What follows belongs to an exercise in optimizing a design on an open flow for small area and a short achievable clock period; a production flow would make more cautious choices. In this exercise RTL edits were held to simulation tests only and were not proved equivalent to the original.

==> flow/design.v (excerpt) <==
module MAC(A,B,out,clk,reset);
	input [15:0] A,B;
	input clk,reset;
	output [35:0] out;
	reg [35:0] acc;
	wire [35:0] nxt;
	always @(posedge clk or posedge reset)
	begin
		if(reset)
			acc <= 36'd0;
		else
			acc <= nxt;
	end
	assign out = acc;
	wire [255:0] pp;
	genvar gi;
	wire [15:0] An0, Bn0;
	NOT16 ina0(A, An0);
	NOT16 inb0(B, Bn0);
	wire [15:0] An1, Bn1;
	NOT16 ina1(A, An1);
	NOT16 inb1(B, Bn1);
	genvar gj;
	generate for (gi = 0; gi < 16; gi = gi + 1) begin : ppg
		for (gj = 0; gj < 16; gj = gj + 1) begin : ppc
			wire an, bn;
			assign an = (gi * 2 / 16 == 0) ? An0[gj] : An1[gj];
			assign bn = (gj * 2 / 16 == 0) ? Bn0[gi] : Bn1[gi];
			assign pp[16*gi+gj] = ~(an | bn);
		end
	end endgenerate
	wire hs1;
	wire hc2;
	wire fs3;
	wire fc4;
	wire hs5;
	wire hc6;
	wire fs7;
	wire fc8;
	wire fs9;
	wire fc10;
	wire hs11;
	wire hc12;
	wire fs13;
	wire fc14;
	wire fs15;
	wire fc16;
	wire fs17;
	wire fc18;
	wire hs19;
	wire hc20;
	wire fs21;
	wire fc22;
	wire fs23;
	wire fc24;
	wire fs25;
	wire fc26;
	wire fs27;
	wire fc28;
	wire hs29;
	wire hc30;
	wire fs31;
	wire fc32;
	wire fs33;
	wire fc34;
	wire fs35;
	wire fc36;
	wire fs37;
	wire fc38;
	wire fs39;
	wire fc40;
	wire hs41;
	wire hc42;
	wire fs43;
	wire fc44;
	wire fs45;
	wire fc46;
	wire fs47;
	wire fc48;
	wire fs49;
	wire fc50;
	wire fs51;
	wire fc52;
	wire fs53;
	wire fc54;
	wire hs55;
	wire hc56;
	wire fs57;
	wire fc58;
	wire fs59;
	wire fc60;
	wire fs61;
	wire fc62;
	wire fs63;
	wire fc64;
	wire fs65;
	wire fc66;
	wire fs67;
	wire fc68;
	wire fs69;
	wire fc70;
	wire hs71;
	wire hc72;
	wire fs73;
	wire fc74;
	wire fs75;
	wire fc76;
	wire fs77;
	wire fc78;
	wire fs79;
	wire fc80;
	wire fs81;
	wire fc82;
	wire fs83;
	wire fc84;
	wire fs85;
	wire fc86;
	wire fs87;
	wire fc88;
	wire hs89;
	wire hc90;
	wire fs91;
	wire fc92;
	wire fs93;
	wire fc94;
	wire fs95;
	wire fc96;
	wire fs97;
	wire fc98;
	wire fs99;
	wire fc100;
	wire fs101;
	wire fc102;
	wire fs103;
	wire fc104;
	wire fs105;
	wire fc106;
	wire fs107;
	wire fc108;
	wire hs109;
	wire hc110;
	wire fs111;
	wire fc112;
	wire fs113;
	wire fc114;
	wire fs115;
	wire fc116;
	wire fs117;
	wire fc118;
	wire fs119;
	wire fc120;
	wire fs121;
	wire fc122;
	wire fs123;
	wire fc124;
	wire fs125;
	wire fc126;
	wire fs127;
	wire fc128;
	wire fs129;
	wire fc130;
	wire hs131;
	wire hc132;
	wire fs133;
	wire fc134;
	wire fs135;
	wire fc136;
  ...
Size: about 830 cells after synthesis, about 36 flip-flops, roughly 70 I/O pins, ~0.0083 sq mm of cells after synthesis.
==> flow/config.mk <==
export PLATFORM = sky130hd
export DESIGN_NAME = MAC
export DESIGN_NICKNAME = MAC
export VERILOG_FILES = /design/flow/design.v
export SDC_FILE = /design/flow/constraint.sdc
export NUM_CORES = 4
export LEC_CHECK = 0
export CAP_MARGIN = 20
export CORE_MARGIN = 2
export CORE_UTILIZATION = 40
export CTS_BUF_LIST = sky130_fd_sc_hd__clkbuf_2 sky130_fd_sc_hd__clkbuf_4 sky130_fd_sc_hd__clkbuf_8
export SLEW_MARGIN = 20
export SYNTH_HIERARCHICAL = 1
export SYNTH_MINIMUM_KEEP_SIZE = 0
==> flow/constraint.sdc <==
create_clock -name core_clock -period 19.0 [get_ports {clk}]
set_input_delay 3.8000 -clock core_clock [delete_from_list [all_inputs] [get_ports {clk}]]
set_output_delay 3.8000 -clock core_clock [all_outputs]
set_load 0.01 [all_outputs]
standard.sh (not shown) runs the stock make flow with config.mk's settings and CLKGATE_MAP_FILE= SYNTH_SCRIPT=/design/flow/synth_recipe.tcl, a recipe that flattens the netlist after the stock synthesis.
==> flow/flow/run.sh <==
#!/bin/bash
# The standard layout (standard synthesis, floorplan, place, CTS, route) with two changes:
# repair_timing is asked for a larger setup slack than 0 (flow/setup_margin.txt) so that it
# keeps shortening the critical path, and the port buffers that every input and output gets
# are sky130_fd_sc_hd__buf_1 (flow/port_buffer.txt) instead of the delay cell buffer_ports
# picks by default; repair_timing then sizes the ones on critical paths.
# Make's full output goes to make_finish.log; each tool's own log is under orfs/logs/.
set -euo pipefail
MARGIN=$(cat flow/setup_margin.txt)
PBUF=$(cat flow/port_buffer.txt)
bash standard.sh SETUP_SLACK_MARGIN=$MARGIN "BUFFER_PORTS_ARGS=-buffer_cell $PBUF" finish > make_finish.log 2>&1
==> flow/flow/port_buffer.txt <==
sky130_fd_sc_hd__buf_1
==> flow/flow/setup_margin.txt <==
10.2
Then changed:
Settings changed: CTS_BUF_LIST sky130_fd_sc_hd__clkbuf_2 sky130_fd_sc_hd__clkbuf_4 sky130_fd_sc_hd__clkbuf_8 to unset.
The changed run went through all stages and came out clean.
Via count went down slightly.
Wire length went down slightly.
Register-to-register slack improves by 0.09 ns.
Count of clock-buffer cells in the layout is unchanged.
Sequential share of layout area stays flat.
Worst setup slack improves by 0.044 ns.
Synthesized area is unchanged.
Synthesized cell count stays the same.
Then changed:
==> flow/flow/setup_margin.txt (replaced) <==
10
After rerunning: The changed run ran to the end with no violations. Sequential cell count is unchanged. Clock-buffer cell count is unchanged. Clock skew barely changes. Final area went down by 0.76%. Wire length stays flat. Synthesized area does not change. Global-route usage hardly moves.
Then changed:
==> flow/flow/setup_margin.txt (replaced) <==
10.3
Settings changed: CORE_UTILIZATION 40 to 65.
Routed wire length rose by 7.0%. Utilization rose by 28 points. Global-route usage rose by 14 points. Via count rose by 7.5%. Worst setup slack is better by 0.13 ns. Sequential cell count is unchanged.
Then changed:
==> flow/flow/setup_margin.txt (replaced) <==
10.2
Settings changed: CORE_UTILIZATION 65 to 40, CTS_BUF_LIST set to sky130_fd_sc_hd__clkbuf_2 sky130_fd_sc_hd__clkbuf_4 sky130_fd_sc_hd__clkbuf_8, PLACE_DENSITY set to 0.8.
Result:
- The new run finished with timing, DRC and antenna clean
- core utilization shrinks by 29 points
- first-iteration DRC count goes up by 38%
- via count stays flat
- routed wire length drops by 2.2%
- count of clock-buffer cells in the layout goes up by 3
- maximum frequency drops by 0.48%
- clock skew falls by 0.0053 ns
- die area rises by 60%
- final cell count grows by 7.7%
Then changed:
Settings changed: CORE_UTILIZATION 40 to 65, PLACE_DENSITY 0.8 to unset.
The new run finished clean.
Cell count goes down by about 9%.
Final area goes down by 1.4%.
Non-clock buffer count does not change.
Setup slack is worse by 0.061 ns.
Wire length goes up by 1.3%.
Area after synthesis is unchanged.

## port drivers added, routing unchanged
In the flow no input, the clock included, has a driving cell. The finished layouts below were timed again as built, in two steps.
Step 1 assumes that a clkbuf_16 drives the clock port and a buf_2 every other input.
Step 2 also shifts input and output timing later by t, the mid clock arrival at the registers, as if the neighbouring blocks saw the same clock.
a / b / c = ideal / step 1 / step 2; a / b = the first two.
| run | t (ns) | setup WS [ns] | clock arrival spread, ns | worst register clock-pin slew, ns | worst data-port slew with drivers (ns) |
|---|---|---|---|---|---|
| the first run | 0.381 | 10.347 / 10.364 / 9.983 | 0.014 / 0.013 | 0.10 / 0.10 | 0.05 |
| the second run | 0.345 | 10.390 / 10.399 / 10.054 | 0.012 / 0.012 | 0.07 / 0.07 | 0.05 |
| the third run | 0.346 | 10.261 / 10.277 / 9.931 | 0.012 / 0.011 | 0.07 / 0.07 | 0.05 |
| the fourth run | 0.334 | 10.391 / 10.399 / 10.066 | 0.009 / 0.009 | 0.07 / 0.07 | 0.06 |
| the fifth run | 0.347 | 10.349 / 10.356 / 10.009 | 0.004 / 0.004 | 0.08 / 0.08 | 0.04 |
| the sixth run | 0.352 | 10.288 / 10.305 / 9.953 | 0.014 / 0.014 | 0.10 / 0.10 | 0.06 |
After both steps setup and hold are still met in every run listed. The setup slack of the first run, which loses most, moves by +0.017 ns with the drivers and by -0.364 ns with both steps.
